This design comes from an exercise in tuning for small area, a short achievable clock period and few clock cycles per item on the open sky130 flow, not from production work. The RTL was checked by simulation tests, not by an equivalence proof against the original design. Power figures rest on the tool's default switching activity, not on a simulated workload.

--- flow/run.sh ---
#!/bin/bash
# synth_recipe.tcl (not shown) runs the flow's synth.tcl, then flattens the netlist and writes it again
# the make line also repeats each setting of config.mk as NAME=value (left out here)
make -C /OpenROAD-flow-scripts/flow DESIGN_CONFIG=/design/flow/config.mk WORK_HOME=/design/flow/orfs CLKGATE_MAP_FILE= SYNTH_SCRIPT=/design/flow/synth_recipe.tcl finish
--- flow/config.mk ---
export PLATFORM = sky130hd
export DESIGN_NAME = cache
export DESIGN_NICKNAME = cache
export VERILOG_FILES = /design/flow/design.v
export SDC_FILE = /design/flow/constraint.sdc
export NUM_CORES = 4
export LEC_CHECK = 0
export CAP_MARGIN = 20
export CORE_MARGIN = 2
export CORE_UTILIZATION = 40
export SETUP_SLACK_MARGIN = 0.5
export SLEW_MARGIN = 20
--- flow/constraint.sdc ---
create_clock -name core_clock -period 5.0 [get_ports {clk}]
set_input_delay 1.0000 -clock core_clock [delete_from_list [all_inputs] [get_ports {clk}]]
set_output_delay 1.0000 -clock core_clock [all_outputs]
set_load 0.01 [all_outputs]
--- flow/design.v ---
module cache(
    clk,
    proc_reset,
    proc_read,
    proc_write,
    proc_addr,
    proc_rdata,
    proc_wdata,
    proc_stall,
    mem_read,
    mem_write,
    mem_addr,
    mem_rdata,
    mem_wdata,
    mem_ready
);
	parameter IDLE   = 4'b0000;
	parameter RCOM   = 4'b0001;
	parameter MRMEM  = 4'b0010;
	parameter RMEM   = 4'b0011;
	parameter ROK    = 4'b0100;
	parameter WCOM   = 4'b0101;
	parameter H_WMEM = 4'b0110;
	parameter M_WMEM = 4'b0111;
	parameter WMEM   = 4'b1000;
	parameter WOK    = 4'b1001;
	parameter WMRMEM = 4'b1010;
    input          clk;
    input          proc_reset;
    input          proc_read, proc_write;
    input   [29:0] proc_addr;
    input   [31:0] proc_wdata;
    output         proc_stall;
    output  [31:0] proc_rdata;
    input  [127:0] mem_rdata;
    input          mem_ready;
    output         mem_read, mem_write;
    output  [27:0] mem_addr;
    output [127:0] mem_wdata;
    reg proc_stall;
	reg mem_read;
	reg mem_write;
	wire [24:0] tag;
	wire [2:0] index;
	wire [1:0] offset;
	reg  [153:0] c[7:0];
	reg  [3:0] curr_state;
	reg  [3:0] next_state;
	wire [153:0] c_chosen;
	wire c_v;
	wire [24:0] c_tag;
	wire [31:0] c_data0;
	wire [31:0] c_data1;
	wire [31:0] c_data2;
	wire [31:0] c_data3;
	wire [31:0] data;
	wire tag_equal;
	wire prehit;
	wire hit;
	assign tag = proc_addr[29:5];
	assign index = proc_addr[4:2];
	assign offset = proc_addr[1:0];
	assign c_chosen = c[index];
	assign c_v = c_chosen[153];
	assign c_tag = c_chosen[152:128];
	assign c_data0 = c_chosen[127:96];
	assign c_data1 = c_chosen[95:64];
	assign c_data2 = c_chosen[63:32];
	assign c_data3 = c_chosen[31:0];
	assign prehit = (tag==c_tag)? 1 : 0;
	assign hit = (c_v&prehit)? 1 : 0;
	assign data = (!offset)? c_data0:
				  (offset==2'b01)? c_data1:
				  (offset==2'b10)? c_data2:
				  c_data3;
	assign proc_rdata=data;
	always@(*)
		case(curr_state)
			IDLE:	if     (proc_read  && !proc_write) next_state = RCOM;
					else if(!proc_read && proc_write ) next_state = WCOM;
					else                               next_state = IDLE;
			RCOM:	if     (hit)                       next_state = ROK;
					else                               next_state = MRMEM;
			MRMEM:	if     (mem_ready)                 next_state = RMEM;
					else                               next_state = MRMEM;
			RMEM:	                                   next_state = ROK;
			ROK:	                                   next_state = IDLE;
			WCOM:	if     (hit)                       next_state = H_WMEM;
					else                               next_state = WMRMEM;
			WMRMEM:	if     (mem_ready)                 next_state = M_WMEM;
					else                               next_state = WMRMEM;
			H_WMEM:                                    next_state = WMEM;
			M_WMEM:                                    next_state = WMEM;
			WMEM:   if     (mem_ready)                 next_state = WOK;
					else                               next_state = WMEM;
			WOK:	                                   next_state = IDLE;    
			default:                                   next_state = IDLE;
		endcase
	always@(*)
		case (curr_state)
			IDLE:begin	
						proc_stall=1;
						mem_read =0;
						mem_write=0;
			end
			RCOM:begin		
						proc_stall=1;
						mem_read =0;
						mem_write=0;
			end
			MRMEM:begin		
						proc_stall=1;
						mem_read =1;
						mem_write=0;
			end
			RMEM:begin		
						proc_stall=1;
						mem_read =0;
						mem_write=0;
			end
			ROK:begin		
						proc_stall=0;
						mem_read =0;
						mem_write=0;
			end
			WCOM:begin		
						proc_stall=1;
						mem_read =0;
						mem_write=0;
			end
			H_WMEM:begin	
						proc_stall=1;
						mem_read =0;
						mem_write=0; 
			end
			M_WMEM:begin		
						proc_stall=1;
						mem_read =0;
						mem_write=0;
			end
			WMRMEM:begin		
						proc_stall=1;
						mem_read =1;
						mem_write=0;
			end
			WMEM:begin		
						proc_stall=1;
						mem_read =0;
						mem_write=1;
			end
			WOK:begin
						proc_stall=0;
						mem_read =0;
						mem_write=0;
			end
			default: begin
						proc_stall=0;
						mem_read =0;
						mem_write=1;
			end
		endcase
	assign mem_wdata =  (!offset)?       {c_data3,c_data2,c_data1,proc_wdata}:
						(offset==2'b01)? {c_data3,c_data2,proc_wdata,c_data0}:
						(offset==2'b10)? {c_data3,proc_wdata,c_data1,c_data0}:
						{proc_wdata,c_data2,c_data1,c_data0};
	assign mem_addr = {tag,index};
always@( posedge clk or posedge proc_reset ) begin
    if( proc_reset ) begin
		c[0]<=154'b0;
		c[1]<=154'b0;
		c[2]<=154'b0;
		c[3]<=154'b0;
		c[4]<=154'b0;
		c[5]<=154'b0;
		c[6]<=154'b0;
		c[7]<=154'b0;
		curr_state<=IDLE;
    end
    else begin
		curr_state <= next_state;
		if( curr_state == M_WMEM ) begin
			case(offset)
				2'b00: c[index]<={1'b1,tag,proc_wdata,mem_rdata[63:32],mem_rdata[95:64],mem_rdata[127:96]};
				2'b01: c[index]<={1'b1,tag,mem_rdata[31:0],proc_wdata,mem_rdata[95:64],mem_rdata[127:96]};
				2'b10: c[index]<={1'b1,tag,mem_rdata[31:0],mem_rdata[63:32],proc_wdata,mem_rdata[127:96]};
				2'b11: c[index]<={1'b1,tag,mem_rdata[31:0],mem_rdata[63:32],mem_rdata[95:64],proc_wdata};
				default: c[index]<=154'b0;
			endcase
		end
		else if( curr_state == H_WMEM ) begin
			case(offset)
				2'b00: c[index]<={1'b1,tag,proc_wdata,c_data1,c_data2,c_data3};
				2'b01: c[index]<={1'b1,tag,c_data0,proc_wdata,c_data2,c_data3};
				2'b10: c[index]<={1'b1,tag,c_data0,c_data1,proc_wdata,c_data3};   
				2'b11: c[index]<={1'b1,tag,c_data0,c_data1,c_data2,proc_wdata};
				default: c[index]<=154'b0;
			endcase
		end
		else if(curr_state == RMEM)
			c[index]<={1'b1,tag,mem_rdata[31:0],mem_rdata[63:32],mem_rdata[95:64],mem_rdata[127:96]};
    end
end
endmodule
==> out/results.tsv, run 1 <==
metric	value	unit
area.growth.synth_to_final	23.0	%
setup-violations-final	0	
syn_area_per_cell	10.2	sq um
synth.ff_latch_count	1236	
period_needed	4660	ps
antenna_found_initial	35	
post-place-cells	7761	
finalNonFillerCells	8039	
boundaryPins	386	
post-dp-hpwl	156000	um
fmax	215	MHz
drc	0	
run_status	finished clean	
wire_per_inst	29.4	um
crit_required	4000	ps
routed-via-count	48400	
cts_tree	yes	
cts.reportedPaths.clkPinSlew	50	ps
logic_gate_share_of_total_power	30.3	%
post_synth_instance_area	57600	sq um
synth_nets	5838	
synth-main-ff-cell	sky130_fd_sc_hd__dfrtp_1	
fillCellCount	13000	
finalSetupTns	0	ps
fin_skew	34.5	ps
grt_usage	31.7	%
reg2reg_slack	1300	ps
cts_sinks	1236	
layout_commonest_cell	sky130_fd_sc_hd__dfrtp_1	
net-switching-power	12700	uW
finalHoldViolCount	0	
worst_pin_slew	1270	ps
post_route_cells_drive_above_1_share	19.8	%
power	37600	uW
gr-total-overflow	0	
clock_tree.buffer_depth	3	
detailedRoute.firstIterationViolations	6001	
synth_sequential_area_ratio	53.7	%
setup.worst_path.class	input pin to primary output	
power.static_leakage	0.0317	uW
intPower	24900	uW
worstSkewPairLatency	790	ps
antenna_violating_nets_post_route	0	
p_sw_share	33.9	%
mostFrequentLayoutCells	sky130_fd_sc_hd__dfrtp_1, sky130_fd_sc_hd__nand2_1, sky130_fd_sc_hd__o21ai_0	
max_cap_viol	0	
routed_via_density	6.02	
hp-class	register to register	
tritoncts.num_buffers	135	
setup_repair_after_global_routing_missed_its_margin	yes	
die_height	384	um
synth_enable_flop_cells	0	
length_in_cells_of_the_worst_reg_to_reg_path	7	
critical_path_peak_fanout	21	
firstDrtPassIters	10	
first_global_vias	46000	
start_util	40.2	%
finalCritPeriodShare	93.1	%
timing.slew.headroom	14.8	%
layout.nets	6228	
h-tree-depth	4	
power.density	530	nW/um^2
whs_path_depth	1	
final_max_slew_viol_count	0	
clock_tree.root_cell	sky130_fd_sc_hd__clkbuf_16	
postRouteWirelength	236000	um
gp_routability_congestion	0.930	
share_clk_of_total_power	27.0	%
combined_area_of_the_multi_input_logic_cells	24800	sq um
die_x	384	um
yosys.cell_types.count	60	
row_count	139	
wire_length_of_the_first_global_routing_pass	339000	um
cp_data_arrival_time	3660	ps
synthesis.yosys.warnings	2	
post_synth_inst_count	5638	
worstSetupEndpointType	primary output	
core_region_area	143000	sq um
vdd_drop_max	0.380	mV
async_reset_ff_share	100	%
startpoint_class	input pin	
seq_power_share	42.7	%
grt_max_degree	205	
io_buffer_count	385	
floorplan_die_area	147000	sq um
final-seq-area	30900	sq um
per-layer routing:
metal,wire length (um),vias up,global-route usage [%]
li1,-,20900,-
met1,95300,24300,43.4
met2,96400,2644,44.1
met3,30500,517,11.4
met4,13700,22,16.3
met5,150,-,0
critical path, cell delays in order:
cell	delay, ps
sky130_fd_sc_hd__buf_12	200
sky130_fd_sc_hd__nand2b_2	260
sky130_fd_sc_hd__buf_6	290
sky130_fd_sc_hd__buf_4	220
sky130_fd_sc_hd__o21ai_0	80
sky130_fd_sc_hd__o221ai_1	170
sky130_fd_sc_hd__o21a_1	190
sky130_fd_sc_hd__mux2i_2	120
sky130_fd_sc_hd__a21oi_1	390
sky130_fd_sc_hd__clkdlybuf4s50_1	620
registers in the layout (all words and copies together) (netlist names):
signal / flops
c: 1232
curr_state: 4
final cells by class:
cell class / instances / share of cell area (%)
sequential: 1236 / 43.6
multi-input combinational: 3857 / 35.0
timing repair buffer: 782 / 11.6
clock buffer: 209 / 5.88
tap: 1903 / 3.36
clock inverter: 28 / 0.406
inverter: 16 / 0.118
antenna: 8 / 0.0283
synthesized netlist by cell type (4+ instances only):
cell type,number,area share [%]
sky130_fd_sc_hd__a22o_1,10,0.15
sky130_fd_sc_hd__xor2_1,9,0.14
sky130_fd_sc_hd__ha_1,5,0.11
sky130_fd_sc_hd__mux4_2,89,3.5
sky130_fd_sc_hd__buf_1,74,0.48
sky130_fd_sc_hd__nor2_1,323,2.1
sky130_fd_sc_hd__a21o_1,4,0.052
sky130_fd_sc_hd__buf_6,22,0.43
sky130_fd_sc_hd__o21ai_0,967,8.4
sky130_fd_sc_hd__a22oi_1,18,0.23
sky130_fd_sc_hd__nand3_1,10,0.087
sky130_fd_sc_hd__buf_2,49,0.43
sky130_fd_sc_hd__a222oi_1,127,2.2
sky130_fd_sc_hd__nand2_1,1092,7.1
sky130_fd_sc_hd__o31ai_1,16,0.21
sky130_fd_sc_hd__a21boi_0,22,0.29
sky130_fd_sc_hd__and2_1,7,0.076
sky130_fd_sc_hd__nand2b_1,16,0.17
sky130_fd_sc_hd__a31oi_1,4,0.043
sky130_fd_sc_hd__a21oi_1,213,1.9
sky130_fd_sc_hd__o21ai_1,36,0.31
sky130_fd_sc_hd__nor2b_1,22,0.24
sky130_fd_sc_hd__a2bb2oi_1,4,0.061
sky130_fd_sc_hd__o22a_1,4,0.061
sky130_fd_sc_hd__o221a_2,4,0.078
sky130_fd_sc_hd__mux2i_1,130,2.3
sky130_fd_sc_hd__mux2_2,396,7.7
sky130_fd_sc_hd__o221ai_1,81,1.2
sky130_fd_sc_hd__o22ai_1,66,0.72
sky130_fd_sc_hd__xnor2_1,13,0.20
sky130_fd_sc_hd__a211oi_1,11,0.14
sky130_fd_sc_hd__buf_4,50,0.65
sky130_fd_sc_hd__dfrtp_1,1236,54
sky130_fd_sc_hd__a221oi_1,59,0.90
sky130_fd_sc_hd__nor4_1,5,0.054
sky130_fd_sc_hd__o21a_1,30,0.39
sky130_fd_sc_hd__clkbuf_1,333,2.2
sky130_fd_sc_hd__inv_1,15,0.098
sky130_fd_sc_hd__o2bb2ai_1,23,0.35
stage by stage:
step                      setup WS [ps]  util [%]  hold slack [ps]  area [sq um]
final                               344      49.4              457         70900
after global routing                330      49.4              473         70800
after CTS                           258      49.1              459         70400
after detailed placement          -74.3      45.6              447         65300
after global placement            -67.3      45.6              441         65300
after floorplan                  -13080         -              426         57600
kinds of logic after synthesis:
kind of cell               Yosys count  share of synthesized area [%]
xor gates and xnor gates            22                          0.334
DFF                               1236                           53.7
AOI/OAI and AO/OA                 1718                           18.0
adders and majority gates            5                          0.109
muxes                              617                           13.5
and+or+nand+nor                   1495                           10.1
buffers and inverters              545                           4.28
worst paths after layout:
path / startpoint / end
max in group asynchronous: proc_reset / c[4][131]$_DFFE_PP0P_
worst max-delay path: proc_addr[4] / proc_rdata[26]
worst min register to register: c[1][153]$_DFFE_PP0P_ / c[1][153]$_DFFE_PP0P_
min in group asynchronous: proc_reset / c[2][3]$_DFFE_PP0P_
worst min-delay path: c[1][153]$_DFFE_PP0P_ / c[1][153]$_DFFE_PP0P_
worst max register to register: curr_state[0]$_DFF_PP0_ / c[3][24]$_DFFE_PP0P_
power by group through the flow:
stage                     Clock [uW]  Combinational (uW)  Sequential (uW)
final                          10100               11400            16000
after global routing           10600               12300            16500
after CTS                      10200               11100            16000
after detailed placement           0               10900            16100
after global placement             0               10700            16000
after floorplan                    0                6640            15700
timing repair:
item,4_1_cts,5_1_grt
setup endpoints to repair,94,47
resized for setup,91,60
hold buffers,0,0
buffers inserted,14,4
pin swaps,5,5
cloned,6,3
Testbench counts, summed over its fixed seeds: cycles 208,236, items 32,000.
==> run 2, diff against run 1 <==
==> flow/design.v (replaced) <==
module cache(
    clk,
    proc_reset,
    proc_read,
    proc_write,
    proc_addr,
    proc_rdata,
    proc_wdata,
    proc_stall,
    mem_read,
    mem_write,
    mem_addr,
    mem_rdata,
    mem_wdata,
    mem_ready
);
    input          clk;
    input          proc_reset;
    input          proc_read, proc_write;
    input   [29:0] proc_addr;
    input   [31:0] proc_wdata;
    output         proc_stall;
    output  [31:0] proc_rdata;
    input  [127:0] mem_rdata;
    input          mem_ready;
    output         mem_read, mem_write;
    output  [27:0] mem_addr;
    output [127:0] mem_wdata;
    localparam S_IDLE = 2'd0;
    localparam S_RD   = 2'd1;
    localparam S_WR   = 2'd2;
    reg  [1:0]   state;
    reg  [1:0]   next_state;
    reg  [7:0]   valid;
    reg  [24:0]  tags  [0:7];
    reg  [127:0] lines [0:7];
    wire [24:0]  tag    = proc_addr[29:5];
    wire [2:0]   index  = proc_addr[4:2];
    wire [1:0]   offset = proc_addr[1:0];
    wire [127:0] line = lines[index];
    wire         hit  = valid[index] && (tags[index] == tag);
    wire s_idle = (state == S_IDLE);
    wire s_rd   = (state == S_RD);
    wire s_wr   = (state == S_WR);
    reg  [127:0] merged;
    reg  [127:0] fill;
    always @(*) begin
        merged = line;
        merged[offset*32 +: 32] = proc_wdata;
        fill = mem_rdata;
        if (proc_write) fill[offset*32 +: 32] = proc_wdata;
    end
    wire [31:0] cache_word = line[offset*32 +: 32];
    wire [31:0] mem_word   = mem_rdata[offset*32 +: 32];
    assign proc_rdata = s_rd ? mem_word : cache_word;
    assign mem_addr   = proc_addr[29:2];
    assign mem_wdata  = merged;
    assign mem_read   = (s_idle && (proc_read || proc_write) && !hit) || s_rd;
    assign mem_write  = (s_idle && proc_write && hit) || s_wr;
    assign proc_stall = s_idle ? !(hit && !proc_write)
                               : !(mem_ready && (s_wr || !proc_write));
    always @(*) begin
        next_state = state;
        case (state)
            S_IDLE: if (proc_write && hit)                      next_state = S_WR;
                    else if ((proc_read || proc_write) && !hit) next_state = S_RD;
            S_RD:   if (mem_ready) next_state = proc_write ? S_WR : S_IDLE;
            S_WR:   if (mem_ready) next_state = S_IDLE;
            default:               next_state = S_IDLE;
        endcase
    end
    always @(posedge clk or posedge proc_reset) begin
        if (proc_reset) begin
            state <= S_IDLE;
            valid <= 8'b0;
        end else begin
            state <= next_state;
            if (s_rd) valid[index] <= 1'b1;
        end
    end
    integer i, w;
    always @(posedge clk) begin
        for (i = 0; i < 8; i = i + 1) begin
            if (s_rd && index == i) tags[i] <= tag;
            for (w = 0; w < 4; w = w + 1)
                if (index == i && (s_rd || (s_wr && offset == w)))
                    lines[i][w*32 +: 32] <= fill[w*32 +: 32];
        end
    end
endmodule
==> run 2 against run 1 <==
Compared with the run above:
- cell area is 4.2% lower
- first-iteration DRC count is 15% lower
- global-route usage is 3.2 points lower
- largest power group unchanged
- largest cell class unchanged
- clock power is 8% lower
==> out/results.tsv, run 2 <==
metric	value	unit	change
io_buffer_count	385		unchanged
postRouteWirelength	194000	um	-18%
syn_area_per_cell	15.1	sq um	+47%
first_global_vias	35700		-22%
synth.ff_latch_count	1234		-0.16%
h-tree-depth	4		unchanged
net-switching-power	7680	uW	-40%
max_cap_viol	0		unchanged
fmax	211	MHz	-1.6%
cp_data_arrival_time	3730	ps	+70 ps
intPower	19700	uW	-21%
async_reset_ff_share	0.810	%	-99 points
tritoncts.num_buffers	130		-3.7%
synth_nets	3620		-38%
period_needed	4730	ps	+75.3 ps
power.static_leakage	0.0235	uW	-26%
final_max_slew_viol_count	0		unchanged
antenna_found_initial	16		-54%
finalHoldViolCount	0		unchanged
crit_buf_inv	6		+2
seq_power_share	45.1	%	+2.4 points
setup-violations-final	0		unchanged
wire_length_of_the_first_global_routing_pass	267000	um	-21%
dp_worst_setup_slack	-806	ps	-732 ps
synthDominantCellAreaShare	71.4	%	+18 points
core_region_area	128000	sq um	-11%
firstDrtPassIters	8		-2
yosys.cell_types.count	62		+3.3%
die_x	363	um	-5.4%
worst_pin_slew	1190	ps	-87.5 ps
area.growth.synth_to_final	32.0	%	
timing.critical_path.max_delay_family	buffers and inverters		
crit_required	4000	ps	about the same
worst_case_hold_slack	467	ps	+10.2 ps
critical_path_peak_fanout	10		-52%
run_status	finished clean		
gp_routability_congestion	0.874		-6.0%
logic_gate_share_of_total_power	20.9	%	-9.4 points
post_synth_instance_area	51500	sq um	-11%
wire_per_inst	32.4	um	+10%
layout.nets	4413		-29%
synth_enable_flop_cells	1224		+1224
design_area	67900	sq um	-4.2%
routed_via_density	6.24		+3.7%
critical-path-max-stage-delay	360	ps	-260 ps
crit_slowest_cell	sky130_fd_sc_hd__a222oi_1		
worstSkewPairLatency	760	ps	-30 ps
hp-class	register to register		
power.density	403	nW/um^2	-24%
boundaryPins	386		unchanged
cts_tree	yes		
crit_path_frequent_cell	sky130_fd_sc_hd__buf_8		
worstSetupEndpointType	primary output		
grt_usage	28.5	%	-3.2 points
drc	0		unchanged
detailedRoute.firstIterationViolations	5121		-15%
synthDominantAreaCellType	sky130_fd_sc_hd__edfxtp_1		
post_route_cells_drive_above_1_share	31.1	%	+11 points
floorplan_die_area	132000	sq um	-11%
synthesis.yosys.warnings	3		+1
largest_register_ff_count	1024		-17%
holdBufCountCts	0		unchanged
cts.reportedPaths.clkPinSlew	50	ps	about the same
dpl_cell_area	60600	sq um	-7.2%
clock_tree.buffer_depth	3		unchanged
timing.slew.headroom	20.9	%	+6.1 points
ys_top_cells_by_count	sky130_fd_sc_hd__edfxtp_1, sky130_fd_sc_hd__o21ai_0, sky130_fd_sc_hd__nand2_1, sky130_fd_sc_hd__mux2_2, sky130_fd_sc_hd__a22oi_1		
vdd_drop_max	0.315	mV	-17%
clock_tree.root_cell	sky130_fd_sc_hd__clkbuf_16		
die_height	363	um	-5.4%
finalCritPeriodShare	94.6	%	+1.5 points
largest_register	lines		
antenna_violating_nets_post_route	0		unchanged
cp_cell_instances	buf_8 -> buf_8 -> ha_4 -> buf_12 -> bufbuf_16 -> a222oi_1 -> nand3_1 -> o211ai_1 -> xor2_1 -> nand4_1 -> or3_4 -> nor4_4 -> buf_4 -> o31ai_2 -> buf_2		
layout_commonest_cell	sky130_fd_sc_hd__edfxtp_1		
gr-total-overflow	0		unchanged
p_sw_share	28.1	%	-5.8 points
routed-via-count	37300		-23%
setup.worst_path.class	input pin to primary output		
setup_repair_after_global_routing_missed_its_margin	yes		
cts_sinks	1234		-0.16%
post-dp-hpwl	119000	um	-23%
synth-main-ff-cell	sky130_fd_sc_hd__edfxtp_1		
largestRegisters	lines x1024, tags x200, valid x8		
synth_sequential_area_ratio	71.9	%	+18 points
postLayoutSetupSlackWorst	269	ps	-75.3 ps
row_count	131		-5.8%
post_synth_inst_count	3414		-39%
start_util	40.3	%	+0.097 points
synth.top_cells.by_area	sky130_fd_sc_hd__edfxtp_1, sky130_fd_sc_hd__mux2_2, sky130_fd_sc_hd__a22o_1		
startpoint_class	input pin		
mostFrequentLayoutCells	sky130_fd_sc_hd__edfxtp_1, sky130_fd_sc_hd__buf_4, sky130_fd_sc_hd__clkdlybuf4s50_1		
fin_skew	34.9	ps	+0.313 ps
finalSetupTns	0	ps	unchanged
yosys.cell_count.top_type	sky130_fd_sc_hd__edfxtp_1		
grt_max_degree	82		-60%
share_clk_of_total_power	34.0	%	+7.0 points
==> run 2: routing by layer <==
| metal | up-vias | part of all wire, % | routed length (um) | track usage (%) |
|---|---|---|---|---|
| li1 | 15300 | - | - | - |
| met1 | 19100 | 38 | 73400 | 38.0 |
| met2 | 2476 | 45 | 86400 | 43.2 |
| met3 | 388 | 14 | 27400 | 10.4 |
| met4 | 12 | 3.1 | 6100 | 9.41 |
| met5 | - | 0.20 | 388 | 1.29 |
==> run 2: worst reg2reg max path, delay by kind of cell (launching register included) <==
family                 cells  cell delay (ps)
AO/OA/AOI/OAI              1              420
buffers and inverters      1              440
flip-flops                 1              510
AND/OR/NAND/NOR            2             1660
==> run 2: kinds of logic after synthesis <==
family          count (synthesis)  share of synthesized area [%]
simple gates                  535                           4.41
compound gates               1032                           14.3
flops                        1234                           71.9
mux                           238                           5.85
fa+ha+maj                      11                          0.267
xor+xnor                       25                          0.426
buf+inv                       339                           2.86
==> run 2: area by class of cell <==
class / instances / area [sq um]
Antenna cell: 9 / 22.5
Clock buffer: 160 / 3510
Clock inverter: 69 / 549
Fill cell: 10300 / 59800
Inverter: 9 / 37.5
Multi-Input combinational cell: 1841 / 14600
Sequential cell: 1234 / 37000
Tap cell: 1662 / 2080
Timing Repair Buffer: 991 / 10100
==> run 2: power groups by stage <==
stage | Combinational, uW | Sequential [uW] | Clock (uW)
final | 5720 | 12300 | 9310
after global routing | 5930 | 12400 | 9760
after CTS | 5340 | 12300 | 9360
after detailed placement | 5160 | 12500 | 0
after global placement | 5140 | 12500 | 0
after floorplan | 2220 | 12500 | 0
==> run 2: path summary, 6_finish.rpt <==
kind | cells after the start | slack, ps | startpoint | to
setup / recovery | 15 | 270 | proc_addr[3] | mem_read
hold / removal | 1 | 470 | valid[1]$_DFFE_PP0P_ | valid[1]$_DFFE_PP0P_
setup reg to reg | 4 | 1660 | state[1]$_DFFE_PP0P_ | lines[0][6]$_DFFE_PP_
hold reg to reg | 1 | 470 | valid[1]$_DFFE_PP0P_ | valid[1]$_DFFE_PP0P_
max in group asynchronous | 2 | 4130 | proc_reset | state[1]$_DFFE_PP0P_
min in group asynchronous | 2 | 560 | proc_reset | valid[6]$_DFFE_PP0P_
==> run 2: metrics by stage <==
step | power, uW | std cells | util (%)
after floorplan | 14700 | 3414 | -
after global placement | 17700 | 5592 | 47.4
after detailed placement | 17700 | 5592 | 47.4
after CTS | 27000 | 5902 | 51.9
after global routing | 28100 | 5970 | 53.2
final | 27400 | 5975 | 53.2
==> run 2: timing repair <==
item / in CTS / in global routing
gates resized for setup: 464 / 284
endpoints found under the hold margin: 0 / 0
cloned: 16 / 10
setup endpoints to repair: 163 / 93
setup buffers: 65 / 54
pin swaps: 90 / 102
Testbench counts of run 2, summed over its fixed seeds: cycles 109,150, items 32,000.
==> run 3, diff against run 2 <==
--- a/flow/design.v
+++ b/flow/design.v
@@ -32,22 +32,41 @@
     reg  [1:0]   state;
     reg  [1:0]   next_state;
-    reg  [7:0]   valid;
-    reg  [24:0]  tags  [0:7];
-    reg  [127:0] lines [0:7];
     wire [24:0]  tag    = proc_addr[29:5];
     wire [2:0]   index  = proc_addr[4:2];
     wire [1:0]   offset = proc_addr[1:0];
-    wire [127:0] line = lines[index];
-    wire         hit  = valid[index] && (tags[index] == tag);
     wire s_idle = (state == S_IDLE);
     wire s_rd   = (state == S_RD);
     wire s_wr   = (state == S_WR);
+    reg  [127:0] fill;
+    always @(*) begin
+        fill = mem_rdata;
+        if (proc_write) fill[offset*32 +: 32] = proc_wdata;
+    end
+    reg  [7:0]   valid;
+    wire [7:0]   line_hit;
+    wire [127:0] line_data [0:7];
+    genvar gi, gw;
+    generate
+        for (gi = 0; gi < 8; gi = gi + 1) begin : g_line
+            reg  [24:0]  ltag;
+            reg  [127:0] ldata;
+            wire sel = (index == gi);
+            assign line_hit[gi]  = valid[gi] && (ltag == tag);
+            assign line_data[gi] = ldata;
+            always @(posedge clk)
+                if (sel && s_rd) ltag <= tag;
+            for (gw = 0; gw < 4; gw = gw + 1) begin : g_word
+                always @(posedge clk)
+                    if (sel && (s_rd || (s_wr && offset == gw)))
+                        ldata[gw*32 +: 32] <= fill[gw*32 +: 32];
+            end
+        end
+    endgenerate
+    wire         hit  = line_hit[index];
+    wire [127:0] line = line_data[index];
     reg  [127:0] merged;
-    reg  [127:0] fill;
     always @(*) begin
         merged = line;
         merged[offset*32 +: 32] = proc_wdata;
-        fill = mem_rdata;
-        if (proc_write) fill[offset*32 +: 32] = proc_wdata;
     end
     wire [31:0] cache_word = line[offset*32 +: 32];
@@ -79,12 +98,3 @@
         end
     end
-    integer i, w;
-    always @(posedge clk) begin
-        for (i = 0; i < 8; i = i + 1) begin
-            if (s_rd && index == i) tags[i] <= tag;
-            for (w = 0; w < 4; w = w + 1)
-                if (index == i && (s_rd || (s_wr && offset == w)))
-                    lines[i][w*32 +: 32] <= fill[w*32 +: 32];
-        end
-    end
 endmodule
==> run 3 against run 2 <==
Compared with the run above:
- clock power fell by 3.1%
- hold slack got worse by 9.4 ps
- cell count up 0.60%
- synthesized area decreased by 0.95%
- non-clock buffer count up 83
- register-to-register slack improved by 400 ps
- routed wire length grew 4.0%
- critical path type unchanged
- critical endpoint is now proc_rdata[6]
- largest cell class unchanged
==> out/results.tsv, run 3 <==
metric	value	unit	change
layout.core_utilization	54.1	%	+0.91 points
die_height	361	um	-0.47%
h-tree-depth	3		-1
synthesis.yosys.warnings	1		-2
firstDrtPassIters	9		+1
synthDominantAreaCellType	sky130_fd_sc_hd__edfxtp_1		
finalHoldViolCount	0		unchanged
row_count	130		-0.76%
first_global_vias	36000		+0.63%
layout_commonest_cell	sky130_fd_sc_hd__edfxtp_1		
routed-via-count	38200		+2.5%
worstSetupEndpointType	primary output		
setup.worst_path.class	input pin to primary output		
largest_register_ff_count	1024		unchanged
drc	0		unchanged
boundaryPins	386		unchanged
synth.ff_latch_count	1234		unchanged
clock_tree.root_cell	sky130_fd_sc_hd__clkbuf_16		
run_status	finished clean		
reg2reg_to	g_line[7].ldata[22]$_DFFE_PP_		
vdd_drop_max	0.351	mV	+11%
area.growth.synth_to_final	33.8	%	
timing.slew.headroom	20.4	%	-0.47 points
post-dp-hpwl	130000	um	+8.8%
post_synth_instance_area	51000	sq um	-0.95%
die_x	361	um	-0.47%
worstSkewPairLatency	750	ps	about the same
cp_data_arrival_time	3720	ps	about the same
detailedRoute.firstIterationViolations	7087		+38%
holdBufCountCts	0		unchanged
power.density	402	nW/um^2	-0.26%
postRouteWirelength	202000	um	+4.0%
setup-violations-final	0		unchanged
floorplan_die_area	130000	sq um	-0.94%
routed_via_density	6.36		+1.9%
synth_sequential_area_ratio	72.6	%	+0.69 points
tritoncts.num_buffers	121		-6.9%
start_util	40.4	%	+0.13 points
critical_path_peak_fanout	8		-2
clock_tree.buffer_depth	3		unchanged
crit_required	4000	ps	about the same
worstSetupEndpoint	proc_rdata[6]		
core_region_area	126000	sq um	-1.3%
max_cap_viol	0		unchanged
worst_pin_slew	1190	ps	+2.84 ps
wire_per_inst	33.5	um	+3.4%
power	27400	uW	+0.15%
post_synth_inst_count	3400		-0.41%
setup_repair_after_global_routing_missed_its_margin	yes		
fin_skew	54.7	ps	+19.8 ps
critPathLaunch	proc_addr[2]		
period_needed	4720	ps	-12.5 ps
synth.top_cells.by_area	sky130_fd_sc_hd__edfxtp_1, sky130_fd_sc_hd__a222oi_1, sky130_fd_sc_hd__a22o_1		
gp_routability_congestion	0.974		+11%
fillCellCount	10000		-2.3%
dp_worst_setup_slack	-955	ps	-149 ps
timing.rr.start	state[1]$_DFFE_PP0P_		
yosys.cell_types.count	58		-6.5%
wire_length_of_the_first_global_routing_pass	277000	um	+3.8%
antenna_violating_nets_post_route	0		unchanged
hp-class	register to register		
grt_usage	30.0	%	+1.5 points
post_route_cells_drive_above_1_share	29.1	%	-2.1 points
synth_enable_flop_cells	1224		unchanged
startpoint_class	input pin		
io_buffer_count	385		unchanged
synthDominantCellAreaShare	72.1	%	+0.68 points
yosys.cell_count.top_type	sky130_fd_sc_hd__edfxtp_1		
fmax	212	MHz	+0.26%
cts_sinks	1234		unchanged
antenna_found_initial	21		+5
power.static_leakage	0.0237	uW	+0.89%
finalSetupTns	0	ps	unchanged
finalCritPeriodShare	94.4	%	-0.25 points
length_in_cells_of_the_worst_reg_to_reg_path	4		unchanged
layout.nets	4463		+1.1%
ys_top_cells_by_count	sky130_fd_sc_hd__edfxtp_1, sky130_fd_sc_hd__nand2_1, sky130_fd_sc_hd__o21ai_0, sky130_fd_sc_hd__a222oi_1, sky130_fd_sc_hd__clkbuf_1		
synth-main-ff-cell	sky130_fd_sc_hd__edfxtp_1		
cts_tree	yes		
final_max_slew_viol_count	0		unchanged
postLayoutSetupSlackWorst	282	ps	+12.5 ps
largest_register	g_line.ldata		
largestRegisters	g_line.ldata x1024, g_line.ltag x200, valid x8		
mostFrequentLayoutCells	sky130_fd_sc_hd__edfxtp_1, sky130_fd_sc_hd__buf_4, sky130_fd_sc_hd__nand2_1		
grt_max_degree	68		-17%
reg2reg_slack	2060	ps	+400 ps
cts.reportedPaths.clkPinSlew	60	ps	about the same
syn_area_per_cell	15.0	sq um	-0.54%
async_reset_ff_share	0.810	%	unchanged
synth_nets	3606		-0.39%
gr-total-overflow	0		unchanged
run 3: worst min-delay path by stage:
stage	to	slack, ps	from	cells after the start
6_report	valid[7]$_DFFE_PP0P_	460	valid[7]$_DFFE_PP0P_	1
4_1_cts	valid[7]$_DFFE_PP0P_	460	valid[7]$_DFFE_PP0P_	1
3_3_place_gp	valid[7]$_DFFE_PP0P_	440	valid[7]$_DFFE_PP0P_	1
5_1_grt	valid[7]$_DFFE_PP0P_	470	valid[7]$_DFFE_PP0P_	1
3_5_place_dp	valid[2]$_DFFE_PP0P_	450	valid[2]$_DFFE_PP0P_	1
2_1_floorplan	valid[5]$_DFFE_PP0P_	430	valid[5]$_DFFE_PP0P_	1
run 3: where the power goes:
part           internal (uW)  switching (uW)
Combinational           2360            3730
Sequential             12100             180
Clock                   5080            3940
Total                  19600            7840
run 3: layer usage:
metal,vias up,global-route usage (%),share of wire [%]
li1,15500,-,-
met1,19300,42.1,39
met2,2984,42.9,42
met3,443,10.5,16
met4,18,11.3,3.8
met5,-,0,0.057
run 3: area by class of cell:
cell class                      instances  area [sq um]  area share, %
Tap cell                             1650          2060           3.03
Sequential cell                      1234         37000           54.3
Multi-Input combinational cell       1813         14200           20.9
Timing Repair Buffer                 1074         10900           16.0
Clock buffer                          143          3130           4.59
Inverter                               13          63.8         0.0936
Antenna cell                            3          7.51         0.0110
Clock inverter                         81           761           1.12
run 3: cell families (layout without fill, tap and decap cells):
| group | after synthesis | count (layout) | share of synthesized area, % |
|---|---|---|---|
| AO/OA/AOI/OAI | 1036 | 1036 | 15.5 |
| multiplexers | 33 | 33 | 0.724 |
| XOR/XNOR | 200 | 200 | 3.44 |
| other | 0 | 3 | 0 |
| flip-flops | 1234 | 1234 | 72.6 |
| AND/OR/NAND/NOR | 533 | 533 | 4.50 |
| adder cells (fa/ha/maj) | 11 | 11 | 0.270 |
| buffers and inverters | 353 | 1311 | 2.98 |
run 3: worst max-delay path, cell delays in order:
cell                       delay, ps
sky130_fd_sc_hd__buf_12          110
sky130_fd_sc_hd__buf_8           130
sky130_fd_sc_hd__ha_4            190
sky130_fd_sc_hd__buf_12          150
sky130_fd_sc_hd__buf_16          140
sky130_fd_sc_hd__buf_4           150
sky130_fd_sc_hd__buf_12          140
sky130_fd_sc_hd__buf_6           140
sky130_fd_sc_hd__a222oi_1        380
sky130_fd_sc_hd__nand2_1         100
sky130_fd_sc_hd__a221o_1         310
sky130_fd_sc_hd__o21ai_2         100
sky130_fd_sc_hd__o211ai_1        110
sky130_fd_sc_hd__nand3_1         160
sky130_fd_sc_hd__o31ai_4         110
sky130_fd_sc_hd__buf_4           170
sky130_fd_sc_hd__buf_6           110
run 3: stage by stage:
| stage | cells | hold slack (ps) | cell area, sq um |
|---|---|---|---|
| 3_3_place_gp | 5660 | 441 | 61000 |
| 4_1_cts | 5963 | 462 | 67100 |
| 5_1_grt | 6011 | 468 | 68200 |
| 2_1_floorplan | 3400 | 427 | 51000 |
| 6_report | 6011 | 458 | 68200 |
| 3_5_place_dp | 5660 | 450 | 61000 |
run 3: what timing repair did:
| item | CTS | global route |
|---|---|---|
| endpoints found under the setup margin | 163 | 118 |
| resized for setup | 763 | 295 |
| pin swaps | 176 | 198 |
| cloned | 18 | 5 |
| setup buffers | 61 | 40 |
Testbench counts of run 3, summed over its fixed seeds: cycles 109,150, items 32,000.
==> run 4, diff against run 3 <==
--- a/flow/config.mk
+++ b/flow/config.mk
@@ -9,4 +9,4 @@
 export CORE_MARGIN = 2
 export CORE_UTILIZATION = 40
-export SETUP_SLACK_MARGIN = 0.5
+export SETUP_SLACK_MARGIN = 1.8
 export SLEW_MARGIN = 20
==> run 4 against run 3 <==
Compared with the run above:
- synthesized area did not move
- die area unchanged
- sequential power about the same
- global-route usage up 0.24 points
- total power grew 4.0%
- largest power group unchanged
- clock skew is 24 ps lower
- combinational power grew 9.0%
==> out/results.tsv, run 4 <==
metric	value	unit	change
largestRegisters	g_line.ldata x1024, g_line.ltag x200, valid x8		
routed-via-count	38800		+1.4%
wire_per_inst	34.0	um	+1.5%
hp-class	input pin to register		
clock_tree.buffer_depth	3		unchanged
finalNonFillerCells	6066		+0.91%
p_sw_share	29.1	%	+0.46 points
vdd_drop_max	0.378	mV	+7.8%
setup.worst_path.class	input pin to primary output		
h-tree-depth	4		+1
grt_max_degree	74		+8.8%
cts.reportedPaths.clkPinSlew	60	ps	about the same
post-place-cells	5667		+0.12%
layout.nets	4523		+1.3%
core_region_area	126000	sq um	unchanged
post_synth_instance_area	51000	sq um	unchanged
cts_sinks	1234		unchanged
reg2reg_slack	2100	ps	+40 ps
synthesis.yosys.warnings	1		unchanged
synthDominantAreaCellType	sky130_fd_sc_hd__edfxtp_1		
clock_tree.root_cell	sky130_fd_sc_hd__clkbuf_16		
synth-main-ff-cell	sky130_fd_sc_hd__edfxtp_1		
boundaryPins	386		unchanged
syn_area_per_cell	15.0	sq um	unchanged
synthDominantCellAreaShare	72.1	%	unchanged
io_buffer_count	385		unchanged
timing.rr.start	state[0]$_DFFE_PP0P_		
synth_enable_flop_cells	1224		unchanged
largest_register_ff_count	1024		unchanged
worst_pin_slew	1190	ps	-2.53 ps
wire_length_of_the_first_global_routing_pass	279000	um	+0.80%
power.static_leakage	0.0245	uW	+3.3%
yosys.cell_count.top_type	sky130_fd_sc_hd__edfxtp_1		
synthMuxAreaShare	0.724	%	unchanged
gr-total-overflow	0		unchanged
startpoint_class	input pin		
yosys.cell_types.count	58		unchanged
power	28500	uW	+4.0%
fin_skew	30.5	ps	-24.2 ps
timing.slew.headroom	20.6	%	+0.20 points
period_needed	4780	ps	+66.2 ps
post_synth_inst_count	3400		unchanged
first_global_vias	36100		+0.36%
antenna_found_initial	6		-71%
reg2reg_to	g_line[4].ldata[22]$_DFFE_PP_		
synth_nets	3606		unchanged
floorplan_die_area	130000	sq um	unchanged
area.growth.synth_to_final	38.6	%	
die_height	361	um	unchanged
mostFrequentLayoutCells	sky130_fd_sc_hd__edfxtp_1, sky130_fd_sc_hd__buf_4, sky130_fd_sc_hd__nand2_1		
hold_path_startpoint	proc_addr[24]		
post_route_cells_drive_above_1_share	35.2	%	+6.2 points
antenna_violating_nets_post_route	0		unchanged
synth.top_cells.by_area	sky130_fd_sc_hd__edfxtp_1, sky130_fd_sc_hd__a222oi_1, sky130_fd_sc_hd__a22o_1		
routed_via_density	6.39		+0.46%
synthSimpleGateAreaFrac	4.50	%	unchanged
power.density	404	nW/um^2	+0.36%
drc	0		unchanged
grt_usage	30.3	%	+0.24 points
postRouteWirelength	206000	um	+2.4%
hold_end	g_line[1].ltag[19]$_DFFE_PP_		
post-dp-hpwl	131000	um	+0.74%
fmax	209	MHz	-1.4%
synth.ff_latch_count	1234		unchanged
firstDrtPassIters	10		+1
synthAdderAreaFrac	0.270	%	unchanged
length_in_cells_of_the_worst_reg_to_reg_path	6		+2
worstSkewPairLatency	760	ps	about the same
finalHoldViolCount	0		unchanged
async_reset_ff_share	0.810	%	unchanged
detailedRoute.firstIterationViolations	6487		-8.5%
synth_sequential_area_ratio	72.6	%	unchanged
setup_repair_after_global_routing_missed_its_margin	yes		
postLayoutSetupSlackWorst	215	ps	-66.2 ps
cp_data_arrival_time	3780	ps	+60 ps
share_clk_of_total_power	33.5	%	+0.6 points
finalSetupTns	0	ps	unchanged
final_max_slew_viol_count	0		unchanged
layout_commonest_cell	sky130_fd_sc_hd__edfxtp_1		
start_util	40.4	%	unchanged
largest_register	g_line.ldata		
ys_top_cells_by_count	sky130_fd_sc_hd__edfxtp_1, sky130_fd_sc_hd__nand2_1, sky130_fd_sc_hd__o21ai_0, sky130_fd_sc_hd__a222oi_1, sky130_fd_sc_hd__clkbuf_1		
whs_path_depth	1		unchanged
run_status	finished clean		
dp_worst_setup_slack	-883	ps	+72.1 ps
die_x	361	um	unchanged
setup-violations-final	0		unchanged
tritoncts.num_buffers	131		+8.3%
dominant_combinational_cell_family_by_area_after_synthesis	compound AO/OA/AOI/OAI gates		
logic_gate_share_of_total_power	23.3	%	+1.1 points
net-switching-power	8290	uW	+5.6%
layout.core_utilization	56.0	%	+1.9 points
max_cap_viol	0		unchanged
seq_power_share	43.3	%	-1.6 points
worstSetupEndpointType	primary output		
synth-xor-area-share	3.44	%	unchanged
finalCritPeriodShare	95.7	%	+1.3 points
row_count	130		unchanged
crit_required	4000	ps	about the same
synth_compound_area_share	15.5	%	unchanged
intPower	20200	uW	+3.3%
critical_path_peak_fanout	6		-2
cts_tree	yes		
gp_routability_congestion	0.896		-8.0%
## run 4: cell types whose count changed in the layout (fill, tap and decap cells not counted), sizes merged
cell and delta:
buf +120, bufbuf +1, bufinv -2, clkbuf +28
clkdlybuf4s15 -8, clkinv -10, clkinvlp -3, dlygate4sd2 -68
dlymetal6s2s -3, inv -1, or4 +1
## run 4: critical path, cell delays in order
cell                         delay [ps]
sky130_fd_sc_hd__buf_12              90
sky130_fd_sc_hd__clkinvlp_4         130
sky130_fd_sc_hd__ha_4               210
sky130_fd_sc_hd__ha_4               190
sky130_fd_sc_hd__or4_4              650
sky130_fd_sc_hd__buf_12             190
sky130_fd_sc_hd__buf_16             140
sky130_fd_sc_hd__o21ai_4            120
sky130_fd_sc_hd__o211ai_1            90
sky130_fd_sc_hd__buf_4              180
sky130_fd_sc_hd__o211ai_1           280
sky130_fd_sc_hd__buf_4              250
sky130_fd_sc_hd__o31ai_4             80
sky130_fd_sc_hd__buf_2              160
## run 4: power by group through the flow
stage                     combinational [uW]  clock (uW)  sequential, uW
after CTS                               6070        9570           12300
after floorplan                         2560           0           12500
after global routing                    6770        9980           12400
after detailed placement                5620           0           12500
final                                   6630        9540           12300
after global placement                  5600           0           12500
## run 4: metrics by stage
stage	hold slack [ps]	instance area, sq um
6_report	451	70600
5_1_grt	438	70600
2_1_floorplan	427	52400
3_5_place_dp	463	61900
3_3_place_gp	460	61900
4_1_cts	477	68400
## run 4: worst max-delay path by stage
stage	start	to	slack (ps)	depth (start not counted)
6_report	proc_addr[3]	proc_rdata[15]	220	14
2_1_floorplan	proc_addr[3]	proc_rdata[1]	830	11
4_1_cts	proc_addr[3]	proc_rdata[20]	310	14
3_3_place_gp	proc_addr[3]	proc_rdata[18]	-870	11
3_5_place_dp	proc_addr[3]	proc_rdata[15]	-880	14
5_1_grt	proc_addr[3]	proc_rdata[24]	220	14
## run 4: cell type report
cell class                      count  area (sq um)
Tap cell                         1650          2060
Sequential cell                  1234         37000
Clock buffer                      164          3490
Multi-Input combinational cell   1814         15600
Clock inverter                     65           646
Inverter                           13          61.3
Antenna cell                        3          7.51
Fill cell                        9914         55400
Timing Repair Buffer             1123         11700
## run 4: kinds of logic (layout without fill, tap and decap cells)
kind of cell | after synthesis | after routing
flip-flops | 1234 | 1234
AND/OR/NAND/NOR | 533 | 534
adder cells (fa/ha/maj) | 11 | 11
XOR/XNOR | 200 | 200
multiplexers | 33 | 33
other | 0 | 3
AO/OA/AOI/OAI | 1036 | 1036
buffers and inverters | 353 | 1365
## run 4: per-layer routing
| metal | GRT usage [%] | part of all wire [%] |
|---|---|---|
| met3 | 11.7 | 16 |
| met1 | 41.4 | 37 |
| met4 | 12.1 | 4.5 |
| met5 | 0.999 | 0.10 |
| met2 | 43.1 | 42 |
## run 4: repair_timing
item                       CTS  global route
hold buffers                 0             0
gates cloned                22            13
setup buffers               70            62
setup endpoints to repair  845           763
resized for setup          549           710
pin swaps                  117           210
==> run 5, diff against run 4 <==
--- a/flow/config.mk
+++ b/flow/config.mk
@@ -6,7 +6,9 @@
 export NUM_CORES = 4
 export LEC_CHECK = 0
+export ABC_CLOCK_PERIOD_IN_PS = 1500
 export CAP_MARGIN = 20
 export CORE_MARGIN = 2
 export CORE_UTILIZATION = 40
+export CTS_BUF_LIST = sky130_fd_sc_hd__clkbuf_8
 export SETUP_SLACK_MARGIN = 1.8
 export SLEW_MARGIN = 20
==> run 5 against run 4 <==
Compared with the run above:
- critical path depth increased by 2
- core utilization decreased by 0.99 points
- clock power decreased by 16%
- clock skew increased by 5.6 ps
- combinational power decreased by 0.8%
- global-route usage increased by 0.34 points
- still clean
==> out/results.tsv, run 5 <==
metric	value	unit	change
critPathLaunch	proc_addr[3]		
routed_via_density	6.32		-1.1%
post_synth_inst_count	3400		unchanged
final-seq-area	37000	sq um	unchanged
cts_sinks	1234		unchanged
finalSetupTns	0	ps	unchanged
power.static_leakage	0.0245	uW	-0.11%
layout_commonest_cell	sky130_fd_sc_hd__edfxtp_1		
power.density	389	nW/um^2	-3.7%
h-tree-depth	4		unchanged
yosys.cell_types.count	58		unchanged
synthDominantAreaCellType	sky130_fd_sc_hd__edfxtp_1		
post-place-cells	5667		unchanged
finalNonFillerCells	6162		+1.6%
largestRegisters	g_line.ldata x1024, g_line.ltag x200, valid x8		
firstDrtPassIters	9		-1
hold_path_startpoint	proc_addr[24]		
crit_path_frequent_cell	sky130_fd_sc_hd__buf_12		
wire_per_inst	33.4	um	-1.8%
post_synth_instance_area	51000	sq um	unchanged
postRouteWirelength	206000	um	-0.27%
largest_register	g_line.ldata		
worst_case_hold_slack	343	ps	-108 ps
syn_area_per_cell	15.0	sq um	unchanged
antenna_violating_nets_post_route	0		unchanged
timing.rr.start	state[0]$_DFFE_PP0P_		
row_count	130		unchanged
drc	0		unchanged
startpoint_class	input pin		
largest_register_ff_count	1024		unchanged
period_needed	4740	ps	-43.3 ps
setup-violations-final	0		unchanged
wire_length_of_the_first_global_routing_pass	282000	um	+0.99%
synth_nets	3606		unchanged
cp_cell_instances	buf_12 -> clkinvlp_4 -> ha_4 -> buf_12 -> nor4_4 -> buf_4 -> buf_12 -> buf_12 -> a221o_1 -> o21ai_4 -> o211ai_1 -> buf_4 -> a21oi_2 -> a21oi_2 -> buf_6 -> buf_6		
synth_sequential_area_ratio	72.6	%	unchanged
fillCellCount	10100		+1.9%
cts_tree	yes		
timing.slew.headroom	17.5	%	-3.1 points
synth-main-ff-cell	sky130_fd_sc_hd__edfxtp_1		
worstSetupEndpointType	primary output		
die_height	361	um	unchanged
gp_routability_congestion	0.896		unchanged
core_region_area	126000	sq um	unchanged
start_util	40.4	%	unchanged
mostFrequentLayoutCells	sky130_fd_sc_hd__edfxtp_1, sky130_fd_sc_hd__buf_4, sky130_fd_sc_hd__nand2_1		
grt_max_degree	69		-6.8%
vdd_drop_max	0.317	mV	-16%
grt_usage	30.6	%	+0.34 points
gr-total-overflow	0		unchanged
post_route_cells_drive_above_1_share	34.6	%	-0.62 points
area.growth.synth_to_final	36.1	%	
critical_path_peak_fanout	6		unchanged
antenna_found_initial	8		+2
setup_repair_after_global_routing_missed_its_margin	yes		
synth.top_cells.by_area	sky130_fd_sc_hd__edfxtp_1, sky130_fd_sc_hd__a222oi_1, sky130_fd_sc_hd__a22o_1		
max_cap_viol	0		unchanged
fmax	211	MHz	+0.91%
first_global_vias	36800		+2.0%
post-dp-hpwl	131000	um	unchanged
cts.reportedPaths.clkPinSlew	60	ps	about the same
io_buffer_count	385		unchanged
async_reset_ff_share	0.810	%	unchanged
floorplan_die_area	130000	sq um	unchanged
finalHoldViolCount	0		unchanged
yosys.cell_count.top_type	sky130_fd_sc_hd__edfxtp_1		
combined_area_of_the_multi_input_logic_cells	15200	sq um	-2.6%
worst_pin_slew	1230	ps	+46.7 ps
boundaryPins	386		unchanged
setup.worst_path.class	input pin to primary output		
dpl_cell_area	61900	sq um	unchanged
power	27000	uW	-5.4%
routed-via-count	38900		+0.43%
fin_skew	36.0	ps	+5.57 ps
synth_enable_flop_cells	1224		unchanged
synth.ff_latch_count	1234		unchanged
crit_required	4000	ps	about the same
ys_top_cells_by_count	sky130_fd_sc_hd__edfxtp_1, sky130_fd_sc_hd__nand2_1, sky130_fd_sc_hd__o21ai_0, sky130_fd_sc_hd__a222oi_1, sky130_fd_sc_hd__clkbuf_1		
clock_tree.root_cell	sky130_fd_sc_hd__clkbuf_8		
synthesis.yosys.warnings	1		unchanged
run_status	finished clean		
hp-class	input pin to register		
detailedRoute.firstIterationViolations	5877		-9.4%
finalCritPeriodShare	94.8	%	-0.87 points
crit_slowest_cell	sky130_fd_sc_hd__nor4_4		
final_max_slew_viol_count	0		unchanged
design_area	69400	sq um	-1.8%
critical-path-max-stage-delay	310	ps	-340 ps
clock_tree.buffer_depth	3		unchanged
worstSkewPairLatency	940	ps	+180 ps
layout.nets	4568		+0.99%
die_x	361	um	unchanged
synthDominantCellAreaShare	72.1	%	unchanged
tritoncts.num_buffers	196		+50%
cp_data_arrival_time	3740	ps	-40 ps
-- run 5: cell types whose count changed in the layout (fill, tap and decap cells not counted), sizes merged, moves of 3 or more --
cell / change
buf: -28
bufbuf: +4
bufinv: -5
clkbuf: +31
clkdlybuf4s15: -3
clkinv: +11
dlygate4sd2: +3
dlymetal6s2s: +11
inv: +75
-- run 5: per-layer routing --
| metal | track usage (%) | vias up | share of wire (%) |
|---|---|---|---|
| li1 | - | 15700 | - |
| met1 | 42.1 | 19600 | 38 |
| met2 | 43.5 | 3071 | 42 |
| met3 | 11.1 | 499 | 15 |
| met4 | 13.2 | 8 | 4.7 |
| met5 | 0 | - | 0.13 |
-- run 5: repair_timing --
item                       4_1_cts  5_1_grt
buffers inserted                73       42
pin swaps                      145      169
hold buffers                     0        0
setup endpoints to repair      222      355
cloned                          26        6
gates resized for setup        612      507
-- run 5: per-stage QoR --
| stage | util (%) | setup slack, ps |
|---|---|---|
| after floorplan | - | 833 |
| after global placement | 49.1 | -869 |
| after detailed placement | 49.1 | -883 |
| after CTS | 54.0 | 333 |
| after global routing | 55.0 | 240 |
| final | 55.0 | 259 |
-- run 5: layout make-up --
cell class | count | share of cell area (%)
clock inverters | 145 | 1.16
multi-input cells | 1813 | 22.0
repair buffers | 1104 | 16.5
inverters | 13 | 0.0847
clock buffers | 200 | 3.97
well taps | 1650 | 2.98
diodes | 3 | 0.0108
flip-flops and latches | 1234 | 53.3
-- run 5: path summary, 6_finish.rpt --
check | endpoint | slack (ps) | cells past startpoint
worst min register to register | valid[3]$_DFFE_PP0P_ | 480 | 1
min in group asynchronous | valid[4]$_DFFE_PP0P_ | 510 | 2
worst max-delay path | proc_rdata[17] | 260 | 16
max in group asynchronous | valid[1]$_DFFE_PP0P_ | 4200 | 2
worst max register to register | g_line[4].ldata[23]$_DFFE_PP_ | 1950 | 6
worst min-delay path | g_line[1].ltag[19]$_DFFE_PP_ | 340 | 1
-- run 5: cell families after synthesis --
| family | Yosys count | synth area share, % |
|---|---|---|
| DFF | 1234 | 72.6 |
| adders and majority gates | 11 | 0.270 |
| xor gates and xnor gates | 200 | 3.44 |
| buffers and inverters | 353 | 2.98 |
| and+or+nand+nor | 533 | 4.50 |
| AOI/OAI and AO/OA | 1036 | 15.5 |
| muxes | 33 | 0.724 |
-- run 5: worst max-delay path, delay by kind of cell --
family	cells	cell delay, ps
buffers and inverters	9	1330
AOI/OAI and AO/OA	5	800
and+or+nand+nor	1	310
adders and majority gates	1	260
-- run 5: where the power goes --
| part | total (uW) | switching, uW | internal [uW] |
|---|---|---|---|
| clock | 8050 | 4070 | 3980 |
| combinational | 6580 | 4010 | 2570 |
| sequential | 12300 | 190 | 12100 |
| total | 27000 | 8260 | 18700 |
==> run 6, diff against run 5 <==
--- a/flow/design.v
+++ b/flow/design.v
@@ -32,41 +32,22 @@
     reg  [1:0]   state;
     reg  [1:0]   next_state;
+    reg  [7:0]   valid;
+    reg  [24:0]  tags  [0:7];
+    reg  [127:0] lines [0:7];
     wire [24:0]  tag    = proc_addr[29:5];
     wire [2:0]   index  = proc_addr[4:2];
     wire [1:0]   offset = proc_addr[1:0];
+    wire [127:0] line = lines[index];
+    wire         hit  = valid[index] && (tags[index] == tag);
     wire s_idle = (state == S_IDLE);
     wire s_rd   = (state == S_RD);
     wire s_wr   = (state == S_WR);
+    reg  [127:0] merged;
     reg  [127:0] fill;
-    always @(*) begin
-        fill = mem_rdata;
-        if (proc_write) fill[offset*32 +: 32] = proc_wdata;
-    end
-    reg  [7:0]   valid;
-    wire [7:0]   line_hit;
-    wire [127:0] line_data [0:7];
-    genvar gi, gw;
-    generate
-        for (gi = 0; gi < 8; gi = gi + 1) begin : g_line
-            reg  [24:0]  ltag;
-            reg  [127:0] ldata;
-            wire sel = (index == gi);
-            assign line_hit[gi]  = valid[gi] && (ltag == tag);
-            assign line_data[gi] = ldata;
-            always @(posedge clk)
-                if (sel && s_rd) ltag <= tag;
-            for (gw = 0; gw < 4; gw = gw + 1) begin : g_word
-                always @(posedge clk)
-                    if (sel && (s_rd || (s_wr && offset == gw)))
-                        ldata[gw*32 +: 32] <= fill[gw*32 +: 32];
-            end
-        end
-    endgenerate
-    wire         hit  = line_hit[index];
-    wire [127:0] line = line_data[index];
-    reg  [127:0] merged;
     always @(*) begin
         merged = line;
         merged[offset*32 +: 32] = proc_wdata;
+        fill = mem_rdata;
+        if (proc_write) fill[offset*32 +: 32] = proc_wdata;
     end
     wire [31:0] cache_word = line[offset*32 +: 32];
@@ -98,3 +79,12 @@
         end
     end
+    integer i, w;
+    always @(posedge clk) begin
+        for (i = 0; i < 8; i = i + 1) begin
+            if (s_rd && index == i) tags[i] <= tag;
+            for (w = 0; w < 4; w = w + 1)
+                if (index == i && (s_rd || (s_wr && offset == w)))
+                    lines[i][w*32 +: 32] <= fill[w*32 +: 32];
+        end
+    end
 endmodule
==> flow/flow/run.sh (new file) <==
#!/bin/bash
# Layout flow: the standard ORFS flow (standard.sh, standard synthesis
# unchanged), with two changes to how the layout is made:
#  - the port buffers that global placement inserts are buf_2 cells rather
#    than the delay cells the resizer picks by default;
#  - clock tree synthesis runs with ORFS's default arguments plus
#    -dont_use_dummy_load, so no dummy loads are added to the clock tree.
# make's full output goes to standard.log in this folder; ORFS's per-step
# logs stay under orfs/logs/.
set -euo pipefail
export BUFFER_PORTS_ARGS="-buffer_cell sky130_fd_sc_hd__buf_2"
export CTS_ARGS="-sink_clustering_enable -repair_clock_nets -dont_use_dummy_load"
bash standard.sh > standard.log 2>&1
==> flow/standard.sh (new file) <==
#!/bin/bash
# synth_recipe.tcl (not shown) runs the flow's synth.tcl, then flattens the netlist and writes it again
# the make line also repeats each setting of config.mk as NAME=value (left out here)
make -C /OpenROAD-flow-scripts/flow DESIGN_CONFIG=/design/flow/config.mk WORK_HOME=/design/flow/orfs CLKGATE_MAP_FILE= SYNTH_SCRIPT=/design/flow/synth_recipe.tcl "${@:-finish}"
==> flow/config.mk (replaced) <==
export PLATFORM = sky130hd
export DESIGN_NAME = cache
export DESIGN_NICKNAME = cache
export VERILOG_FILES = /design/flow/design.v
export SDC_FILE = /design/flow/constraint.sdc
export NUM_CORES = 4
export LEC_CHECK = 0
export CAP_MARGIN = 20
export CORE_MARGIN = 2
export CORE_UTILIZATION = 40
export SETUP_SLACK_MARGIN = 0.5
export SLEW_MARGIN = 20
removed: flow/run.sh
==> run 6 against run 5 <==
Compared with the run above:
- hold slack lost 3.4 ps
- combinational power is 23% lower
- cell area fell by 10%
- critical path type unchanged
- critical path depth decreased by 3
- core utilization fell by 6.2 points
- largest cell class unchanged
- cell count shrank 8.8%
- maximum frequency increased by 0.61%
- synthesized cell count increased by 0.41%
- non-clock buffer count is 364 lower
- still clean
- synthesized area increased by 0.96%
- critical endpoint is now proc_rdata[10]
- total power is 6.8% lower
- count of clock-buffer cells in the layout is 79 lower
==> out/results.tsv, run 6 <==
metric	value	unit	change
syn_area_per_cell	15.1	sq um	+0.54%
finalHoldViolCount	0		unchanged
post-place-cells	5376		-5.1%
critical_path_peak_fanout	18		+12
largest_register_ff_count	1024		unchanged
synthesis.yosys.warnings	3		+2
finalCritPeriodShare	94.3	%	-0.57 points
synthDominantCellAreaShare	71.4	%	-0.68 points
timing.rr.start	state[0]$_DFFE_PP0P_		
gr-total-overflow	0		unchanged
final-seq-area	37000	sq um	unchanged
timing.critical_path.max_delay_family	buffers and inverters		
setup_repair_after_global_routing_missed_its_margin	yes		
setup-violations-final	0		unchanged
max_cap_viol	0		unchanged
synth_enable_flop_cells	1224		unchanged
dp_worst_setup_slack	-148	ps	+734 ps
row_count	131		+0.77%
grt_util_met2	41.0	%	-2.4 points
setup.worst_path.class	input pin to primary output		
synthDominantAreaCellType	sky130_fd_sc_hd__edfxtp_1		
crit_buf_inv	6		-3
postRouteWirelength	187000	um	-9.4%
clock_tree.buffer_depth	3		unchanged
power.static_leakage	0.0210	uW	-14%
area.growth.synth_to_final	21.3	%	
period_needed	4710	ps	-28.7 ps
combined_area_of_the_multi_input_logic_cells	14100	sq um	-7.6%
largestRegisters	lines x1024, tags x200, valid x8		
design_area	62400	sq um	-10%
final_max_slew_viol_count	0		unchanged
worstSkewPairLatency	740	ps	-200 ps
synth.ff_latch_count	1234		unchanged
firstDrtPassIters	8		-1
h-tree-depth	3		-1
fmax	212	MHz	+0.61%
cp_data_arrival_time	3710	ps	-30 ps
layout.nets	4154		-9.1%
groute.layer.met3.usage	8.03	%	-3.1 points
cp_cell_instances	buf_8 -> buf_6 -> ha_4 -> or3_4 -> buf_12 -> buf_12 -> buf_4 -> nor2_1 -> a21oi_1 -> mux4_2 -> nand2_1 -> o21ai_0 -> buf_2		
synth.top_cells.by_area	sky130_fd_sc_hd__edfxtp_1, sky130_fd_sc_hd__mux2_2, sky130_fd_sc_hd__a22o_1		
crit_required	4000	ps	about the same
fin_skew	99.3	ps	+63.3 ps
boundaryPins	386		unchanged
postLayoutSetupSlackWorst	287	ps	+28.7 ps
critical-path-max-stage-delay	670	ps	+360 ps
floorplan_die_area	132000	sq um	+0.95%
dpl_cell_area	56900	sq um	-8.1%
layout_commonest_cell	sky130_fd_sc_hd__edfxtp_1		
detailedRoute.firstIterationViolations	5386		-8.4%
first_global_vias	34200		-7.1%
fillCellCount	10700		+5.9%
cts_tree	yes		
worst_pin_slew	999	ps	-235 ps
routed_via_density	6.43		+1.8%
crit_slowest_cell	sky130_fd_sc_hd__mux4_2		
global_route.usage.met1	37.1	%	-5.1 points
dominant_combinational_cell_family_by_area_after_synthesis	compound AO/OA/AOI/OAI gates		
synth_nets	3620		+0.39%
finalNonFillerCells	5617		-8.8%
timing.slew.headroom	33.2	%	+16 points
run_status	finished clean		
io_buffer_count	385		unchanged
grt_max_degree	76		+10%
synthSimpleGateAreaFrac	4.41	%	-0.089 points
synth_compound_area_share	14.3	%	-1.2 points
vdd_drop_max	0.307	mV	-3.3%
power.density	403	nW/um^2	+3.6%
wire_per_inst	33.2	um	-0.61%
yosys.cell_count.top_type	sky130_fd_sc_hd__edfxtp_1		
power	25100	uW	-6.8%
hp-class	input pin to asynchronous set/reset pin		
die_x	363	um	+0.47%
synth-main-ff-cell	sky130_fd_sc_hd__edfxtp_1		
synthMuxAreaShare	5.85	%	+5.1 points
mostFrequentLayoutCells	sky130_fd_sc_hd__edfxtp_1, sky130_fd_sc_hd__buf_2, sky130_fd_sc_hd__buf_4		
grt_busiest_layer	met2		
post_route_cells_drive_above_1_share	33.0	%	-1.6 points
ys_top_cells_by_count	sky130_fd_sc_hd__edfxtp_1, sky130_fd_sc_hd__o21ai_0, sky130_fd_sc_hd__nand2_1, sky130_fd_sc_hd__mux2_2, sky130_fd_sc_hd__a22oi_1		
core_region_area	128000	sq um	+1.3%
routed-via-count	36100		-7.2%
drc	0		unchanged
worstSetupEndpointType	primary output		
start_util	40.3	%	-0.13 points
async_reset_ff_share	0.810	%	unchanged
cts.reportedPaths.clkPinSlew	50	ps	about the same
die_height	363	um	+0.47%
synth-xor-area-share	0.426	%	-3.0 points
startpoint_class	input pin		
clock_tree.root_cell	sky130_fd_sc_hd__clkbuf_16		
antenna_violating_nets_post_route	0		unchanged
post_synth_inst_count	3414		+0.41%
cts_sinks	1234		unchanged
grt_usage	27.1	%	-3.5 points
synth_sequential_area_ratio	71.9	%	-0.69 points
crit_path_frequent_cell	sky130_fd_sc_hd__buf_12		
tritoncts.num_buffers	121		-38%
post_synth_instance_area	51500	sq um	+0.96%
critPathLaunch	proc_addr[2]		
post-dp-hpwl	115000	um	-12%
synthAdderAreaFrac	0.267	%	-0.0026 points
yosys.cell_types.count	62		+6.9%
largest_register	lines		
gp_routability_congestion	0.875		-2.3%
antenna_found_initial	30		+22
wire_length_of_the_first_global_routing_pass	254000	um	-9.7%
run 6: changes by cell type after synthesis, moves of 83 or more:
| cell | previous run | this run |
|---|---|---|
| sky130_fd_sc_hd__mux2_2 | 1 | 206 |
| sky130_fd_sc_hd__a222oi_1 | 226 | 79 |
| sky130_fd_sc_hd__xor2_1 | 132 | 4 |
| sky130_fd_sc_hd__a22oi_1 | 60 | 182 |
| sky130_fd_sc_hd__nand2_1 | 332 | 239 |
| sky130_fd_sc_hd__nor2_1 | 85 | 168 |
run 6: final timing paths:
| kind | to | slack (ps) | cells past startpoint |
|---|---|---|---|
| max | proc_rdata[10] | 290 | 13 |
| min | state[0]$_DFFE_PP0P_ | 340 | 2 |
| max reg2reg | lines[2][120]$_DFFE_PP_ | 2060 | 5 |
| min reg2reg | valid[7]$_DFFE_PP0P_ | 460 | 1 |
| max in group asynchronous | valid[0]$_DFFE_PP0P_ | 4360 | 2 |
| min in group core_clock | valid[7]$_DFFE_PP0P_ | 460 | 1 |
run 6: metrics by stage:
stage          util, %  hold slack, ps  setup TNS, ps
2_1_floorplan        -             423              0
3_3_place_gp      44.6             451           -116
3_5_place_dp      44.6             455           -148
4_1_cts           48.0             307              0
5_1_grt           48.9             368              0
6_report          48.9             339              0
run 6: timing repair:
item	CTS	global route
cloned	12	12
endpoints found under the setup margin	41	39
hold buffers	0	0
pin swaps	45	77
setup buffers	57	30
gates resized for setup	153	176
run 6: logic make-up (layout without fill, tap and decap cells):
kind of cell,count (synthesis),in the layout
buf+inv,339,870
xor+xnor,25,25
flops,1234,1234
compound gates,1032,1032
other cells,0,9
fa+ha+maj,11,11
simple gates,535,536
mux,238,238
run 6: power breakdown:
part	internal, uW	switching (uW)	leakage [uW]
Combinational	1680	3380	0.00832
Clock	4200	3540	0.00149
Sequential	12200	162	0.0112
Total	18100	7080	0.0210
run 6: final cells by class:
class                      instances  share of cell area (%)
antenna                            9                  0.0361
timing repair buffer             740                    9.87
clock buffer                     121                    4.85
inverter                           9                  0.0682
sequential                      1234                    59.3
multi-input combinational       1842                    22.6
tap                             1662                    3.33
run 6: layer usage:
layer,vias to the layer above,wire [um]
met5,-,87
met4,14,7390
met2,2629,82500
li1,14700,-
met1,18400,70700
met3,424,25900
Testbench counts of run 6, summed over its fixed seeds: cycles 109,150, items 32,000.

## what the ideal ports hide
The flow's constraints put no driver on any port. The routed layouts listed below were extracted and timed again, unchanged, in two steps.
Step 1 sets driving cells, clkbuf_16 on the clock port and buf_2 on the other inputs (assumed; they add their load-dependent delay and slew).
Step 2 also shifts input and output timing later by t, the mid clock arrival at the registers, as if the neighbouring blocks saw the same clock.
Slacks: ideal ports / drivers / drivers and shift; pairs: ideal ports / drivers.
run	t, ns	setup slack, ns	worst register clock-pin slew, ns
run 1	0.846	0.344 / 0.165 / 0.165	0.07 / 0.07
run 2	0.825	0.269 / 0.227 / 0.227	0.06 / 0.06
run 3	0.807	0.282 / 0.231 / 0.231	0.07 / 0.07
run 4	0.816	0.215 / 0.139 / 0.139	0.06 / 0.06
run 5	0.991	0.259 / 0.183 / 0.183	0.07 / 0.07
run 6	0.769	0.287 / 0.169 / 0.169	0.07 / 0.07
After both steps setup and hold are still met in every run listed. The setup slack of run 1, which loses most, moves by -0.179 ns with the drivers and by -0.179 ns with both steps.
